Context: an optimization exercise on an open-source flow, tuned for small area, a short achievable clock period and few clock cycles per item. The choices shown serve that exercise and are no tape-out recipe.
The RTL was checked by simulation tests, not by an equivalence proof against the original design.

==> 12-05 <==
==> flow/design.v (excerpt) <==
module iterative_karatsuba_32_16(clk, rst, enable, A, B, C, done);
    input clk;
    input rst;
    input enable;
    input [31:0] A;
    input [31:0] B;
    output [63:0] C;
    output done;
    reg        held;    
    reg [63:0] P_q;     
    wire bx1_0;
    wire bx2_0;
    wire bng_0;
    wire pp1;
    wire pp2;
    wire pp3;
    wire pp4;
    wire pp5;
    wire pp6;
    wire pp7;
    wire pp8;
    wire pp9;
    wire pp10;
    wire pp11;
    wire pp12;
    wire pp13;
    wire pp14;
    wire pp15;
    wire pp16;
    wire pp17;
    wire pp18;
    wire pp19;
    wire pp20;
    wire pp21;
    wire pp22;
    wire pp23;
    wire pp24;
    wire pp25;
    wire pp26;
    wire pp27;
    wire pp28;
    wire pp29;
    wire pp30;
    wire pp31;
    wire pp32;
    wire pp33;
    wire pn34;
    wire ps35;
    wire bx1_1;
    wire bx2_1;
    wire bng_1;
    wire pp36;
    wire pp37;
    wire pp38;
    wire pp39;
    wire pp40;
    wire pp41;
    wire pp42;
    wire pp43;
    wire pp44;
    wire pp45;
    wire pp46;
    wire pp47;
    wire pp48;
    wire pp49;
    wire pp50;
    wire pp51;
    wire pp52;
    wire pp53;
    wire pp54;
    wire pp55;
    wire pp56;
    wire pp57;
    wire pp58;
    wire pp59;
    wire pp60;
    wire pp61;
    wire pp62;
    wire pp63;
    wire pp64;
    wire pp65;
    wire pp66;
    wire pp67;
    wire pp68;
    wire pn69;
    wire ps70;
    wire bx1_2;
    wire bx2_2;
    wire bng_2;
    wire pp71;
    wire pp72;
    wire pp73;
    wire pp74;
    wire pp75;
    wire pp76;
    wire pp77;
    wire pp78;
    wire pp79;
    wire pp80;
    wire pp81;
    wire pp82;
    wire pp83;
    wire pp84;
    wire pp85;
    wire pp86;
    wire pp87;
    wire pp88;
    wire pp89;
    wire pp90;
    wire pp91;
    wire pp92;
    wire pp93;
    wire pp94;
    wire pp95;
    wire pp96;
    wire pp97;
    wire pp98;
    wire pp99;
  ...
==> flow/config.mk <==
export PLATFORM = sky130hd
export DESIGN_NAME = iterative_karatsuba_32_16
export DESIGN_NICKNAME = iterative_karatsuba_32_16
export VERILOG_FILES = /design/flow/design.v
export SDC_FILE = /design/flow/constraint.sdc
export NUM_CORES = 4
export LEC_CHECK = 0
export CAP_MARGIN = 20
export CORE_MARGIN = 2
export CORE_UTILIZATION = 40
export SLEW_MARGIN = 20
==> flow/constraint.sdc <==
create_clock -name core_clock -period 42.0 [get_ports {clk}]
set_input_delay 8.4000 -clock core_clock [delete_from_list [all_inputs] [get_ports {clk}]]
set_output_delay 8.4000 -clock core_clock [all_outputs]
set_load 0.01 [all_outputs]
standard.sh (not shown) runs the stock make flow with config.mk's settings and CLKGATE_MAP_FILE= SYNTH_SCRIPT=/design/flow/synth_recipe.tcl, a recipe that flattens the netlist after the stock synthesis.
==> flow/flow/run.sh <==
#!/bin/bash
# Standard layout, except that Yosys's early "abc -fast" inside synth is
# skipped (SYNTH_ARGS=-noabc): the multiplier's full adders then reach
# extract_fa as written, so no inverters land between the adder cells.
# Everything else is the standard.sh unchanged.
set -euo pipefail
bash standard.sh SYNTH_ARGS=-noabc synth > synth.log 2>&1
bash standard.sh > layout.log 2>&1
==> 11-19: changes against 12-05 <==
==> flow/flow/run.sh (replaced) <==
#!/bin/bash
# The standard layout with two changes:
#  - synthesis skips Yosys's early "abc -fast" (SYNTH_ARGS=-noabc), so the
#    multiplier's full adders reach extract_fa as written and no inverters
#    land between the adder cells;
#  - every port still gets its buffer, but a plain buf_2 rather than the
#    delay cell buffer_ports picks by default.
set -euo pipefail
export BUFFER_PORTS_ARGS="-buffer_cell sky130_fd_sc_hd__buf_2"
export SETUP_SLACK_MARGIN=18
bash standard.sh SYNTH_ARGS=-noabc synth > synth.log 2>&1
bash standard.sh > layout.log 2>&1
--- a/flow/config.mk
+++ b/flow/config.mk
@@ -6,4 +6,5 @@
 export NUM_CORES = 4
 export LEC_CHECK = 0
+export ABC_AREA = 1
 export CAP_MARGIN = 20
 export CORE_MARGIN = 2
==> results by group <==
Layout
  • Ratio of cells with drive above 1 in the final layout: 8.686%
  • Post-route non-filler standard cell count: 4155
  • Layout Utilization: 42.92%
  • Top library cells by usage in the layout, fill and taps aside: 504 x sky130_fd_sc_hd__xor2_1, 495 x sky130_fd_sc_hd__o22ai_1, 468 x sky130_fd_sc_hd__fa_1, 462 x sky130_fd_sc_hd__nand2_1, 300 x sky130_fd_sc_hd__inv_1
  • Final-layout non-clock buffer area share: 4.452%
  • Count of non-CTS inverters in the layout: 315

Synthesis
  • Syn Nets: 3978
  • Adder-Cell Fraction of Synth Area: 40.85%
  • Compound-Gate Fraction of Synth Area: 15.90%

Setup path
  • CP Launch Point: B[31]

Drt
  • Met1 WL: 41.64 mm
  • DRC violation total after the first TritonRoute iteration: 2712

Global route
  • Via count of the first global-routing pass: 25340
  • Global routing usage on met3: 8.473%

Run status
  • Result of the run: complete, no violations

Timing
  • Clock period minus final worst setup slack: 23.67 ns
(the above is from 11-19)
==> results by group <==
Layout
  • Layout Utilization: 43.90%
  • Final-layout non-clock buffer area share: 6.669%
  • Ratio of cells with drive above 1 in the final layout: 5.284%
  • Count of non-CTS inverters in the layout: 95

Drt
  • Met1 WL: 40.92 mm

Synthesis
  • Syn Nets: 3498
  • Adder-Cell Fraction of Synth Area: 42.00%

Setup path
  • CP Launch Point: B[3]

Global route
  • Via count of the first global-routing pass: 24580

Run status
  • Result of the run: complete, no violations
(the above is from 12-05)
Testbench counts of 12-05, summed over its fixed seeds: cycles 3,208, items 3,200.
Testbench counts of 11-19, summed over its fixed seeds: cycles 3,208, items 3,200.

---

==> inputs of run G <==
Another version of the RTL of iterative_karatsuba_32_16 (not shown whole).
Settings: LEC_CHECK=0, ABC_AREA=1, CAP_MARGIN=20, CORE_MARGIN=2, CORE_UTILIZATION=40, CTS_BUF_LIST=sky130_fd_sc_hd__clkbuf_4 sky130_fd_sc_hd__clkbuf_8, PLACE_DENSITY=0.8, SLEW_MARGIN=20; clock period 42.0 ns.
==> flow/flow/run.sh <==
#!/bin/bash
# The standard layout with two changes:
#  - synthesis skips Yosys's early "abc -fast" (SYNTH_ARGS=-noabc), so the
#    multiplier's full adders reach extract_fa as written and no inverters
#    land between the adder cells;
#  - every port still gets its buffer, but a plain buf_2 rather than the
#    delay cell buffer_ports picks by default.
set -euo pipefail
export BUFFER_PORTS_ARGS="-buffer_cell sky130_fd_sc_hd__buf_2"
export SETUP_SLACK_MARGIN=18
bash standard.sh SYNTH_ARGS=-noabc synth > synth.log 2>&1
bash standard.sh > layout.log 2>&1
==> run D: changes against run G <==
--- a/flow/flow/run.sh
+++ b/flow/flow/run.sh
@@ -9,4 +9,5 @@
 export BUFFER_PORTS_ARGS="-buffer_cell sky130_fd_sc_hd__buf_2"
 export SETUP_SLACK_MARGIN=18
+export RECOVER_POWER=50
 bash standard.sh SYNTH_ARGS=-noabc synth > synth.log 2>&1
 bash standard.sh > layout.log 2>&1
--- a/flow/config.mk
+++ b/flow/config.mk
@@ -10,5 +10,3 @@
 export CORE_MARGIN = 2
 export CORE_UTILIZATION = 40
-export CTS_BUF_LIST = sky130_fd_sc_hd__clkbuf_4 sky130_fd_sc_hd__clkbuf_8
-export PLACE_DENSITY = 0.8
 export SLEW_MARGIN = 20
==> run K: changes against run G <==
--- a/flow/config.mk
+++ b/flow/config.mk
@@ -9,6 +9,5 @@
 export CAP_MARGIN = 20
 export CORE_MARGIN = 2
-export CORE_UTILIZATION = 40
-export CTS_BUF_LIST = sky130_fd_sc_hd__clkbuf_4 sky130_fd_sc_hd__clkbuf_8
-export PLACE_DENSITY = 0.8
+export CORE_UTILIZATION = 60
+export PLACE_DENSITY = 0.7
 export SLEW_MARGIN = 20
==> out/results.txt <==
The run finished with no timing, DRC or antenna violations. The logs give 22,900 for the number of global-route vias before repair and 74 for the cell row count. Before antenna repair, the detailed router went through 7 iterations. For hold timing, the worst endpoint is P_q[28].

The routed design has 89,500 um of wire. The finished cells cover 26,400 um2.

In the global route stage, met2 resource usage came out at 59.8%. The tools report the terminus of the critical flop-to-flop path as P_q[15]. The first routing iteration left 3,492 violations. The tools report the count of inserted tapcells as 532. The critical path arrival is 15.41 ns, and the sequential fraction of total cell area is 4.95%.

Before CTS, the worst setup slack after placement is 17.60 ns. CTS placed an instance of sky130_fd_sc_hd__clkbuf_16 at the clock tree root. The maximum fanout encountered on the critical timing path was 19; the final worst setup slack was 18.19 ns. The total vias in the final route was 22,000; the post-route met1 wirelength was 32,800 um. Highest signal layer in the routed design: met5.
[end of results for run K]
==> out/results.txt <==
The number of global-route vias before repair was 22,400. In the global route stage, met2 resource usage came out at 40.0%. The endpoint identified for the worst register-to-register timing path is P_q[18]. The run finished with no timing, DRC or antenna violations. After clock tree synthesis, the setup repair step added 3 buffers. The detailed router's first-iteration violation count came out at 3,798.

The sequential fraction of total cell area was 4.92%. The critical path class is in2out. The maximum fanout encountered on the critical timing path came out at 19. The run gives 29,300 um as the post-route met1 wirelength. Across the run, the number of max-cap violations was 0. STA puts the critical path data arrival time at 15.40 ns. The clock root buffer is sky130_fd_sc_hd__clkbuf_8. Across the placement rows, the number of tap cells is 790.

Summing over every cut layer, the via total after detailed routing is 22,000. The highest layer touched by signal routing is met5. The most common cell in the synthesized netlist is sky130_fd_sc_hd__xor2_1. Setup slack on the critical path of the routed design comes to 18.20 ns.

Summed over all layers, the routed wires come to 86,800 um. The path with the worst hold slack has its endpoint at P_q[12].
[end of results for run G]
==> out/results.txt <==
For the number of global-route vias before repair, the log shows 23,700. The detailed router's first-iteration violation count was 2,802. Wires add up to 92,600 um. Across all setup checks in the final design, the least slack found is 16.72 ns. Across the whole layout, storage elements make up 4.90% of the cell area. A clean result was blocked by max-capacitance violations, max-slew violations.

The highest signal layer in the routed design is met4. Count of pins over their slew limit: 19. The worst-case hold path end point was P_q[56].

The terminus of the critical flop-to-flop path is P_q[39]. For this run, the detailed router's first-pass iteration total came to 11. The critical path arrival was 16.88 ns.

Timing analysis after detailed placement gives a worst setup slack of 17.17 ns. The run finished, with violations left. The number of max-capacitance violations reported is 1. The logs give 21,600 for the total vias in the final route and 34,000 um for the post-route met1 wirelength. With fillers left out, the area of the finished cells amounts to 26,600 um2. The clock root buffer was sky130_fd_sc_hd__clkbuf_16.

Along the worst path, the maximum fanout reaches 18. In the global route stage, met2 resource usage came out at 46.4%.
[end of results for run D]
Testbench counts of run G, summed over its fixed seeds: cycles 3,208, items 3,200.
Testbench counts of run D, summed over its fixed seeds: cycles 3,208, items 3,200.
Testbench counts of run K, summed over its fixed seeds: cycles 3,208, items 3,200.

==> static timing again, ports no longer ideal <==
The flow's constraints put no driver on any port. The routed layouts listed below were extracted and timed again, unchanged, in two steps. Step 1: set_driving_cell puts a clkbuf_16 on clk and a buf_2 on each other input, an assumption about the parent block. Step 2 also shifts input and output timing later by t, the mid clock arrival at the registers, as if the neighbouring blocks saw the same clock. Slacks: ideal / step 1 / step 2; pairs: ideal / step 1.
run	t, ns	setup WS [ns]	worst register clock-pin slew, ns
12-05	0.389	16.702 / 16.680 / 16.680	0.06 / 0.06
11-19	0.396	18.333 / 18.313 / 18.313	0.06 / 0.06
run G	0.498	18.204 / 18.126 / 18.126	0.09 / 0.09
run D	0.446	16.718 / 16.686 / 16.686	0.07 / 0.07
run K	0.440	18.186 / 18.153 / 18.153	0.07 / 0.07
The setup slack of run G, which loses most, moves by -0.078 ns with the drivers and by -0.078 ns with both steps.
